Source: an optimization exercise on an open RTL-to-GDS flow (aim: small area). Production flows keep margins and buffers that such runs may drop.
RTL that was checked went through simulation tests only; none was proved equivalent to the original.
No activity file was given, so power comes from the tool's default toggle rates.

## vga_sprite_car_core
module vga_sprite_car_core
   #(parameter CD = 12,    
               ADDR_WIDTH = 13,
               KEY_COLOR = 0
   )
   (
    input  logic clk, reset,
    input  logic [10:0] x, y,
    input  logic cs,
    input  logic write,
    input  logic [13:0] addr,
    input  logic [31:0] wr_data,
    input  logic [11:0] si_rgb,
    output logic [11:0] so_rgb
   );
Size in the first run: roughly 2,200 cells after synthesis, about 560 flip-flops, about 27,000 sq um of cells after synthesis.
==> module vga_sprite_car_core, before the edit <==
module vga_sprite_car_core
   #(parameter CD = 12,    
               ADDR_WIDTH = 13,
               KEY_COLOR = 0
   )
   (
    input  logic clk, reset,
    input  logic [10:0] x, y,
    input  logic cs,
    input  logic write,
    input  logic [13:0] addr,
    input  logic [31:0] wr_data,
    input  logic [11:0] si_rgb,
    output logic [11:0] so_rgb
   );
   localparam N = 20;
   logic [10:0] xo [0:N-1];
   logic [10:0] yo [0:N-1];
   logic [3:0]  ct [0:N-1];
   logic [N-1:0] vld;
   logic bypass_reg;
   logic wr_reg;
   logic [5:0] a;
   logic a_x, a_y, a_c;
   assign wr_reg = cs & write & addr[13];
   assign a = addr[5:0];
   always_comb begin
      a_x = 1'b0; a_y = 1'b0; a_c = 1'b0;
      for (int k = 0; k < N; k++) begin
         if (a == 6'(3*k+1)) a_x = 1'b1;
         if (a == 6'(3*k+2)) a_y = 1'b1;
         if (a == 6'(3*k+3)) a_c = 1'b1;
      end
   end
   logic [10:0] dx, dy;
   logic [3:0]  dc;
   assign dx = ~(wr_data[10:0] & {11{a_x}});    
   assign dy = ~(wr_data[10:0] & {11{a_y}});
   assign dc = wr_data[3:0] & {4{a_c}};
   always_ff @(posedge clk, posedge reset)
      if (reset)
         bypass_reg <= 1'b0;
      else if (wr_reg && a == 6'd0)
         bypass_reg <= wr_data[0];
   logic [5:0] x_hi_m1, y_hi_m1;
   logic x_hi_nz, y_hi_nz, base_hit;
   assign x_hi_m1 = x[10:5] - 6'd1;
   assign y_hi_m1 = y[10:5] - 6'd1;
   assign x_hi_nz = |x[10:5];
   assign y_hi_nz = |y[10:5];
   assign base_hit = ~x_hi_nz & ~y_hi_nz;    
   logic [N-1:0] hit;
   logic [14:0] d [0:N-1];
   genvar i;
   generate
      for (i = 0; i < N; i++) begin : spr
         logic ws, hx, hy;
         assign ws = wr_reg && a >= 6'(3*i+1) && a <= 6'(3*i+3);
         always_ff @(posedge clk)
            if (ws & (a_x | ~vld[i])) xo[i] <= dx;
         always_ff @(posedge clk)
            if (ws & (a_y | ~vld[i])) yo[i] <= dy;
         always_ff @(posedge clk)
            if (ws & (a_c | ~vld[i])) ct[i] <= dc;
         always_ff @(posedge clk, posedge reset)
            if (reset)
               vld[i] <= 1'b0;
            else if (ws)
               vld[i] <= 1'b1;
         car_src hxu (.p(x), .p_hi_m1(x_hi_m1), .p_hi_nz(x_hi_nz), .p0(~xo[i]), .hit(hx));
         car_src hyu (.p(y), .p_hi_m1(y_hi_m1), .p_hi_nz(y_hi_nz), .p0(~yo[i]), .hit(hy));
         assign hit[i] = vld[i] ? (hx & hy) : base_hit;
         assign d[i] = {vld[i], ct[i], ~yo[i][4:0], ~xo[i][4:0]};
      end
   endgenerate
   logic [15:0] t0 [0:19];
   logic [15:0] t1 [0:9];
   logic [15:0] t2 [0:4];
   logic [15:0] t3 [0:2];
   logic [15:0] t4 [0:1];
   logic [15:0] t5;
   function automatic logic [15:0] pick(input logic [15:0] lo, input logic [15:0] hi);
      pick = {lo[15] | hi[15], lo[15] ? lo[14:0] : hi[14:0]};
   endfunction
   always_comb begin
      for (int k = 0; k < N; k++)
         t0[k] = {(k == N-1) ? 1'b1 : hit[k], d[k]};
      for (int k = 0; k < 10; k++)
         t1[k] = pick(t0[2*k], t0[2*k+1]);
      for (int k = 0; k < 5; k++)
         t2[k] = pick(t1[2*k], t1[2*k+1]);
      t3[0] = pick(t2[0], t2[1]);
      t3[1] = pick(t2[2], t2[3]);
      t3[2] = t2[4];
      t4[0] = pick(t3[0], t3[1]);
      t4[1] = t3[2];
      t5 = pick(t4[0], t4[1]);
   end
   logic [14:0] ds, de;
   assign ds = t5[14:0];
   assign de = ds[14] ? ds : 15'd0;
   logic covered;
   assign covered = |hit;
   logic [4:0] xr, yr, xm;
   logic [3:0] yf;
   logic [1:0] img, body, code;
   assign xr = x[4:0] - de[4:0];
   assign yr = y[4:0] - de[9:5];
   assign img = de[11:10];
   assign body = de[13:12];
   assign xm = xr ^ {5{img[0]}};
   assign yf = yr[3:0] ^ {4{yr[4]}};
   logic [3:0] yf_reg;
   logic [4:0] xm_reg;
   logic blank_reg;
   always_ff @(posedge clk) begin
      yf_reg <= yf;
      xm_reg <= xm;
      blank_reg <= img[1];
   end
   car_ram_lut rom (.yf(yf_reg), .xm(xm_reg), .code(code));
   logic [1:0] ecode_reg, body_reg;
   always_ff @(posedge clk) begin
      ecode_reg <= (covered && !blank_reg) ? code : 2'd0;
      body_reg <= body;
   end
   logic [11:0] spr_rgb;
   always_comb
      case (ecode_reg)
         2'd1: spr_rgb = 12'h0f0;
         2'd2:
            case (body_reg)
               2'd0: spr_rgb = 12'hfff;
               2'd1: spr_rgb = 12'hf00;
               2'd2: spr_rgb = 12'hfa0;
               default: spr_rgb = 12'h088;
            endcase
         default: spr_rgb = 12'hf00;
      endcase
   assign so_rgb = (bypass_reg || ecode_reg == 2'd0) ? si_rgb : spr_rgb;
endmodule
clock: 10.0 ns
lec_check: 0
abc_area: 1
cap_margin: 10
core_margin: 2
core_utilization: 40
place_density: 0.6
slew_margin: 10
synth_memory_max_bits: 16384
standard.sh (not shown) runs the stock make flow with config.mk's settings and CLKGATE_MAP_FILE= SYNTH_SCRIPT=/design/flow/synth_recipe.tcl, a recipe that flattens the netlist after the stock synthesis.
==> flow/flow/run.sh <==
#!/bin/bash
# The standard layout (standard.sh, the standard synthesis script included) with
# three changes made through ORFS's own variables:
#  - ABC maps the logic for area only (flow/abc_area.script: deepsyn, then
#    area-oriented &nf map with the delay target relaxed, no buffering or upsizing);
#  - clock tree synthesis without dummy loads;
#  - the port buffers are the smallest buffer cell.
# Registers are untouched: ABC runs without -dff, so the standard synthesis's
# flip-flops, their names and cell types, are kept.
set -euo pipefail
W=$PWD
rm -rf "$W/scripts_local"
cp -r "$FLOW_HOME/scripts" "$W/scripts_local"
cp "$W/flow/abc_area.script" "$W/scripts_local/abc_area.script"
export SCRIPTS_DIR="$W/scripts_local"
export CTS_ARGS="-sink_clustering_enable -repair_clock_nets -dont_use_dummy_load -buf_list sky130_fd_sc_hd__clkbuf_16 -sink_clustering_size 20 -sink_clustering_max_diameter 100"
export BUFFER_PORTS_ARGS="-buffer_cell sky130_fd_sc_hd__buf_1"
bash standard.sh > "$W/standard_flow.log" 2>&1
==> flow/flow/abc_area.script <==
strash
&get -n
&deepsyn -J 10 -T 900
&put
strash
&get -n
&nf -p -R 1000
&put
topo
dnsize -c
Then changed:
--- a/flow/design.v
+++ b/flow/design.v
@@ -431,34 +431,22 @@
          assign hit[i] = vld[i] ? (hx & hy) : base_hit;
          assign d[i] = {vld[i], ct[i], ~yo[i][4:0], ~xo[i][4:0]};
       end
    endgenerate
-   logic [15:0] t0 [0:19];
-   logic [15:0] t1 [0:9];
-   logic [15:0] t2 [0:4];
-   logic [15:0] t3 [0:2];
-   logic [15:0] t4 [0:1];
-   logic [15:0] t5;
-   function automatic logic [15:0] pick(input logic [15:0] lo, input logic [15:0] hi);
-      pick = {lo[15] | hi[15], lo[15] ? lo[14:0] : hi[14:0]};
-   endfunction
+   logic [N-1:0] sel, above;
    always_comb begin
+      above[0] = 1'b0;
+      for (int k = 1; k < N; k++)
+         above[k] = above[k-1] | hit[k-1];
       for (int k = 0; k < N; k++)
-         t0[k] = {(k == N-1) ? 1'b1 : hit[k], d[k]};
-      for (int k = 0; k < 10; k++)
-         t1[k] = pick(t0[2*k], t0[2*k+1]);
-      for (int k = 0; k < 5; k++)
-         t2[k] = pick(t1[2*k], t1[2*k+1]);
-      t3[0] = pick(t2[0], t2[1]);
-      t3[1] = pick(t2[2], t2[3]);
-      t3[2] = t2[4];
-      t4[0] = pick(t3[0], t3[1]);
-      t4[1] = t3[2];
-      t5 = pick(t4[0], t4[1]);
+         sel[k] = (k == N-1 ? 1'b1 : hit[k]) & ~above[k] & vld[k];
+   end
+   logic [13:0] de;
+   always_comb begin
+      de = 14'd0;
+      for (int k = 0; k < N; k++)
+         de = de | ({14{sel[k]}} & d[k][13:0]);
    end
-   logic [14:0] ds, de;
-   assign ds = t5[14:0];
-   assign de = ds[14] ? ds : 15'd0;
    logic covered;
    assign covered = |hit;
    logic [4:0] xr, yr, xm;
    logic [3:0] yf;
@@ -468,20 +456,14 @@
    assign img = de[11:10];
    assign body = de[13:12];
    assign xm = xr ^ {5{img[0]}};
    assign yf = yr[3:0] ^ {4{yr[4]}};
-   logic [3:0] yf_reg;
-   logic [4:0] xm_reg;
-   logic blank_reg;
-   always_ff @(posedge clk) begin
-      yf_reg <= yf;
-      xm_reg <= xm;
-      blank_reg <= img[1];
-   end
-   car_ram_lut rom (.yf(yf_reg), .xm(xm_reg), .code(code));
-   logic [1:0] ecode_reg, body_reg;
+   car_ram_lut rom (.yf(yf), .xm(xm), .code(code));
+   logic [1:0] code_reg, ecode_reg, body_reg;
+   always_ff @(posedge clk)
+      code_reg <= img[1] ? 2'd0 : code;
    always_ff @(posedge clk) begin
-      ecode_reg <= (covered && !blank_reg) ? code : 2'd0;
+      ecode_reg <= covered ? code_reg : 2'd0;
       body_reg <= body;
    end
    logic [11:0] spr_rgb;
    always_comb
What happened: With this change the flow finished but failed the layout checks on setup timing; sequential share of layout area decreases by 1.5 points; routed wire length decreases by 21%; first-iteration DRC count decreases by 43%; synthesized cell count decreases by 0.69%; total power decreases by 2.5%; setup slack is worse by 1.6 ns; worst hold slack is worse by 0.082 ns; cell area increases by 1.9%; non-clock buffer count increases by 66; clock-buffer cell count decreases by 3.
Only the layout flow was run in the second run of this note; the RTL was not checked for function there.

==> what the ideal ports hide <==
The results above use ideal ports. As a check the final layouts listed here were re-extracted and re-timed, cells and wires unchanged.
Step 1: set_driving_cell puts a clkbuf_16 on clk and a buf_2 on each other input, an assumption about the parent block.
Step 2 times the ports against the registers' clock, not the clock port: input delays grow and output delays shrink by t, the midpoint of the rising clock arrivals with the driver on.
a / b / c = ideal ports / drivers / drivers and shift; a / b = the first two.
| run | t (ns) | slack for setup (ns) | latest minus earliest clock arrival (ns) | slew at the worst register clock pin (ns) | pins driven straight from the clock port |
|---|---|---|---|---|---|
| the first run | 0.631 | 0.969 / 1.018 / 0.388 | 0.071 / 0.071 | 0.09 / 0.09 | 1 |
| the second run | 0.657 | -0.605 / -0.612 / -1.269 | 0.042 / 0.042 | 0.09 / 0.09 | 1 |
The setup slack of the second run, which loses most, moves by -0.007 ns with the drivers and by -0.664 ns with both steps.
